This is an optimization exercise on Yosys and OpenROAD, whose aim is small area, a short achievable clock period and few clock cycles per item, not a production implementation.
Only simulation tests tie the RTL to the original design; equivalence was not proved.

v28:
// qoi_decompressor
module qoi_decompressor (
    input  wire        rstn,
    input  wire        clk,
    output wire        i_tready,
    input  wire        i_tvalid,
    input  wire        i_tlast,
    input  wire [31:0] i_tdata,      
    input  wire        o_tready,
    output reg         o_tvalid,
    output reg         o_tlast,
    output reg  [ 7:0] o_R, o_G, o_B,
    output wire [31:0] o_width, o_height
);
Size: about 3,800 cells after synthesis, roughly 0.063 mm² of cells after synthesis.
==> flow/config.mk <==
export PLATFORM = sky130hd
export DESIGN_NAME = qoi_decompressor
export DESIGN_NICKNAME = qoi_decompressor
export VERILOG_FILES = /design/flow/design.v
export SDC_FILE = /design/flow/constraint.sdc
export NUM_CORES = 4
export LEC_CHECK = 0
export CAP_MARGIN = 20
export CORE_MARGIN = 2
export CORE_UTILIZATION = 40
export SLEW_MARGIN = 20
==> flow/constraint.sdc <==
create_clock -name core_clock -period 10.0 [get_ports {clk}]
set_input_delay 2.0000 -clock core_clock [delete_from_list [all_inputs] [get_ports {clk}]]
set_output_delay 2.0000 -clock core_clock [all_outputs]
set_load 0.01 [all_outputs]
standard.sh (not shown) runs the stock make flow with config.mk's settings and CLKGATE_MAP_FILE= SYNTH_SCRIPT=/design/flow/synth_recipe.tcl, a recipe that flattens the netlist after the stock synthesis.
==> flow/flow/run.sh <==
#!/bin/bash
set -euo pipefail
bash standard.sh SETUP_SLACK_MARGIN=6.5 finish > flow_make.log 2>&1
Testbench counts of v28, summed over its fixed seeds: cycles 49,382, pixels 48,510.
Relative to v28, the following input files were edited for v30:
- an added PLACE_DENSITY of 0.72
- a change of CORE_UTILIZATION from 40 to 65
Results
The run showing the smaller final area is v30.
Global-route usage on v30 is up relative to v28.
Highest clock rate ended up 1.1% higher on v30 than on v28.
Worst setup slack for register-to-register paths (higher): v30
[diff] setup slack at placement, v30 relative to v28: regression

---

the reference run:
qoi_decompressor, a different RTL version from the one above (not shown whole).
Size in the first run: ~1,400 flip-flops, about 130 I/O pins, roughly 63,000 um^2 of cells after synthesis.
==> flow/design.v (excerpt) <==
module qoi_decompressor (
    input  wire        rstn,
    input  wire        clk,
    output wire        i_tready,
    input  wire        i_tvalid,
    input  wire        i_tlast,
    input  wire [31:0] i_tdata,      
    input  wire        o_tready,
    output reg         o_tvalid,
    output reg         o_tlast,
    output reg  [ 7:0] o_R, o_G, o_B,
    output wire [31:0] o_width, o_height
);
export LEC_CHECK = 0
export CAP_MARGIN = 20
export CORE_MARGIN = 2
export CORE_UTILIZATION = 40
export SLEW_MARGIN = 20
create_clock -name core_clock -period 10.0 [get_ports {clk}]
Scripts as last shown in full above: flow/flow/run.sh
Testbench counts of the reference run, summed over its fixed seeds: cycles 49,382, pixels 48,510.
Inputs modified between the reference run and the trial run:
# the reference run
export LEC_CHECK = 0
export CAP_MARGIN = 20
export CORE_MARGIN = 2
export CORE_UTILIZATION = 40
export SLEW_MARGIN = 20
create_clock -name core_clock -period 10.0 [get_ports {clk}]
# the trial run
export LEC_CHECK = 0
export CAP_MARGIN = 20
export CORE_MARGIN = 2
export CORE_UTILIZATION = 40
export CTS_CLUSTER_SIZE = 24
export SLEW_MARGIN = 20
create_clock -name core_clock -period 10.0 [get_ports {clk}]
==> flow/flow/run.sh <==
#!/bin/bash
set -euo pipefail
bash standard.sh SETUP_SLACK_MARGIN=7 finish > flow_make.log 2>&1
==> comparison <==
Sort the trial run and the reference run by worst setup margin, ascending, and the reference run comes first.
Going from the reference run to the trial run, the worst hold-check slack was found to have gone down by 0.018 ns.
Compare the trial run and the reference run | count of nets after finishing lower: the reference run
Relative to the reference run, wire length of the first global-routing pass increased by about 2.8% in the trial run.
[compare] base=the reference run new=the trial run: post-route cell area went up by 1900 um^2, via count went up by 585, number of clock buffer instances in the layout went down by 9.
The trial run has completed all stages; timing, DRC and antenna checks passed.
Summary — cell count, the trial run relative to the reference run: higher, by about 1.7%.

---

qoi_decompressor, a different RTL version from the one above (not shown whole).
Size in the first run: roughly 130 I/O pins, about 63000 µm² of cells after synthesis.
Settings: LEC_CHECK=0, CAP_MARGIN=20, CORE_MARGIN=2, CORE_UTILIZATION=65, PLACE_DENSITY=0.72, SLEW_MARGIN=20; clock period 10.0 ns.
==> flow/flow/run.sh <==
#!/bin/bash
set -euo pipefail
bash standard.sh 'BUFFER_PORTS_ARGS=-buffer_cell sky130_fd_sc_hd__buf_4' \
    'CTS_ARGS=-sink_clustering_enable -repair_clock_nets -dont_use_dummy_load' \
    SETUP_SLACK_MARGIN=6.8 finish > flow_make.log 2>&1
The first run finished with timing, DRC and antenna clean.
Testbench counts at the start, summed over its fixed seeds: cycles 49,382, pixels 48,510.
Then changed:
==> flow/flow/run.sh (replaced) <==
#!/bin/bash
set -euo pipefail
bash standard.sh 'BUFFER_PORTS_ARGS=-buffer_cell sky130_fd_sc_hd__buf_4' \
    'CTS_ARGS=-sink_clustering_enable -repair_clock_nets -sink_clustering_size 24 -sink_clustering_max_diameter 100 -sink_buffer_max_cap_derate 0.05 -dont_use_dummy_load' \
    SETUP_SLACK_MARGIN=6.8 finish > flow_make.log 2>&1
TNS_END_PERCENT = 5   (was default)
After rerunning: Via count fell by a few percent. Worst setup slack gets worse by 110 ps. Cell count drops slightly.
Then changed:
TNS_END_PERCENT = default   (was 5)
=> The changed run went through all stages and came out clean. Sequential share of layout area falls by 0.69 points. Clock skew rose by 13 ps. Via count is about the same. Global-route usage went up by 0.71 points. Die area stays the same. Setup slack is better by 75 ps. Synthesized area does not change. Hold slack improved by 16 ps. Cell area came out higher slightly.

---

Setup of run A:
qoi_decompressor, a different RTL version from the one above (not shown whole).
Size in the first run: ~3700 cells after synthesis, roughly 1400 flip-flops, ~130 I/O pins, ~63000 um^2 of cells after synthesis.
export LEC_CHECK = 0
export CAP_MARGIN = 20
export CORE_MARGIN = 2
export CORE_UTILIZATION = 65
export PLACE_DENSITY = 0.72
export SLEW_MARGIN = 20
create_clock -name core_clock -period 10.0 [get_ports {clk}]
==> flow/flow/run.sh <==
#!/bin/bash
set -euo pipefail
bash standard.sh 'BUFFER_PORTS_ARGS=-buffer_cell sky130_fd_sc_hd__buf_4' SETUP_SLACK_MARGIN=7 finish > flow_make.log 2>&1
Run A completed every stage of the flow, and the final layout passed the timing, design-rule and antenna checks.
Testbench counts of run A, summed over its fixed seeds: cycles 49,382, pixels 48,510.
The inputs of run B differ from those of run A as listed below.
==> flow/flow/run.sh <==
#!/bin/bash
set -euo pipefail
bash standard.sh SETUP_SLACK_MARGIN=6.5 finish > flow_make.log 2>&1
In run B the number of iterations in the first detailed-routing pass turned out 2 higher than in run A. Of the two candidates, run A has the better worst setup margin and run B the worse one. Sort run B and run A by clock skew after layout desc -> top: run A. Run A → run B: non-clock buffer count now smaller, total routing resource utilization after global routing now smaller.
Relative to run B, the following input files were edited for run C:
==> flow/flow/run.sh <==
#!/bin/bash
set -euo pipefail
bash standard.sh 'BUFFER_PORTS_ARGS=-buffer_cell sky130_fd_sc_hd__buf_4' SETUP_SLACK_MARGIN=6.5 finish > flow_make.log 2>&1
==> results.txt <==
Compared with run B, non-clock buffer count in run C decreased by more than 10%.
Taking run B as the reference, in run C count of final max-slew check failures flat, clock latency of the later-clocked register in the worst-skew pair down 0.02 ns, minimum clock period after layout flat, cell area down 330 um^2.
Changes observed in run C relative to run B: headroom to the max-slew limit up 0.95 points; total via count in the routed design down about 1.4%.
Input changes introduced in run D (baseline for comparison: run C):
==> flow/flow/run.sh <==
#!/bin/bash
set -euo pipefail
bash standard.sh 'BUFFER_PORTS_ARGS=-buffer_cell sky130_fd_sc_hd__buf_4' \
    'CTS_ARGS=-sink_clustering_enable -repair_clock_nets -dont_use_dummy_load' \
    SETUP_SLACK_MARGIN=6.5 finish > flow_make.log 2>&1
==> comparison <==
Per the comparison of run D with run C, final area fell by about 1.5%.

---

qoi_decompressor with an RTL version that a note above also has.
Size: about 1400 flip-flops, roughly 63000 um2 of cells after synthesis.
Settings: LEC_CHECK=0, CAP_MARGIN=20, CORE_MARGIN=2, CORE_UTILIZATION=65, PLACE_DENSITY=0.72, SLEW_MARGIN=20; clock period 10.0 ns.
==> flow/flow/run.sh <==
#!/bin/bash
set -euo pipefail
bash standard.sh 'BUFFER_PORTS_ARGS=-buffer_cell sky130_fd_sc_hd__buf_4' \
    'CTS_ARGS=-sink_clustering_enable -repair_clock_nets -sink_clustering_size 24 -sink_clustering_max_diameter 100 -sink_buffer_max_cap_derate 0.05' \
    SETUP_SLACK_MARGIN=6.7 finish > flow_make.log 2>&1
Testbench counts at the start, summed over its fixed seeds: cycles 49,382, pixels 48,510.
Then changed:
==> flow/flow/run.sh (replaced) <==
#!/bin/bash
set -euo pipefail
bash standard.sh 'BUFFER_PORTS_ARGS=-buffer_cell sky130_fd_sc_hd__buf_4' SETUP_SLACK_MARGIN=6.8 finish > flow_make.log 2>&1
The changed run went through all stages and came out clean.
Wire length grows by 4.4%.
Synthesized area is unchanged.
Then changed:
==> flow/flow/run.sh (replaced) <==
#!/bin/bash
set -euo pipefail
bash standard.sh 'BUFFER_PORTS_ARGS=-buffer_cell sky130_fd_sc_hd__buf_4' SETUP_SLACK_MARGIN=6.5 finish > flow_make.log 2>&1
What happened: The new run ran to the end with no violations; die area stays the same; synthesized cell count does not change; routed wire length is lower by 5.0%; fmax goes down by 5.3%; worst setup slack loses 0.19 ns; sequential cell count does not change; clock-buffer cell count decreases by 1; final area fell by 2.3%; global-route usage decreases by 1.4 points.
Then changed:
==> flow/flow/run.sh (replaced) <==
#!/bin/bash
set -euo pipefail
bash standard.sh 'BUFFER_PORTS_ARGS=-buffer_cell sky130_fd_sc_hd__buf_4' \
    'CTS_ARGS=-sink_clustering_enable -repair_clock_nets -sink_clustering_size 20 -sink_clustering_max_diameter 80 -sink_buffer_max_cap_derate 0.05 -dont_use_dummy_load' \
    SETUP_SLACK_MARGIN=6.8 finish > flow_make.log 2>&1
Register-to-register slack is better by 0.33 ns.
Wire length climbs slightly.
Worst setup slack is better by 0.12 ns.
Non-clock buffer count climbs by 46.
Critical path depth drops by 6.
Cell area drops by a few percent.
Die area is unchanged.

[afterwards: timing with drivers on the ports]
In the flow no input, the clock included, has a driving cell. The finished layouts below were timed again as built, in two steps.
Step 1 sets driving cells, clkbuf_16 on the clock port and buf_2 on the other inputs (assumed; they add their load-dependent delay and slew).
Step 2 also shifts input and output timing later by t, the mid clock arrival at the registers, as if the neighbouring blocks saw the same clock.
a / b / c = ideal ports / drivers / drivers and shift; a / b = the first two.
run | t (ns) | setup WS [ns] | worst setup path after step 2
v28 | 0.855 | 6.202 / 6.126 / 5.770 | input to register
v30 | 0.840 | 6.243 / 6.167 / 5.729 | input to register
the reference run | 0.863 | 5.977 / 5.901 / 5.687 | input to register
the trial run | 0.857 | 6.016 / 5.938 / 6.235 | input to register
the first run of note 3 | 0.816 | 6.650 / 6.574 / 6.052 | input to register
the second run of note 3 | 0.852 | 6.540 / 6.474 / 6.077 | input to register
the third run of note 3 | 0.830 | 6.616 / 6.548 / 6.048 | input to register
run A | 0.845 | 6.430 / 6.349 / 5.893 | input to register
run B | 0.838 | 6.424 / 6.350 / 5.726 | input to register
run C | 0.817 | 6.423 / 6.352 / 5.773 | input to register
run D | 0.804 | 6.438 / 6.363 / 5.786 | input to register
the first run of note 5 | 0.883 | 6.533 / 6.466 / 6.005 | input to register
the second run of note 5 | 0.828 | 6.631 / 6.550 / 6.033 | input to register
the third run of note 5 | 0.823 | 6.442 / 6.442 / 5.947 | input to register
the fourth run of note 5 | 0.869 | 6.561 / 6.491 / 5.944 | input to register
After both steps setup and hold are still met in every run listed. The setup slack of run B, which loses most, moves by -0.074 ns with the drivers and by -0.698 ns with both steps.
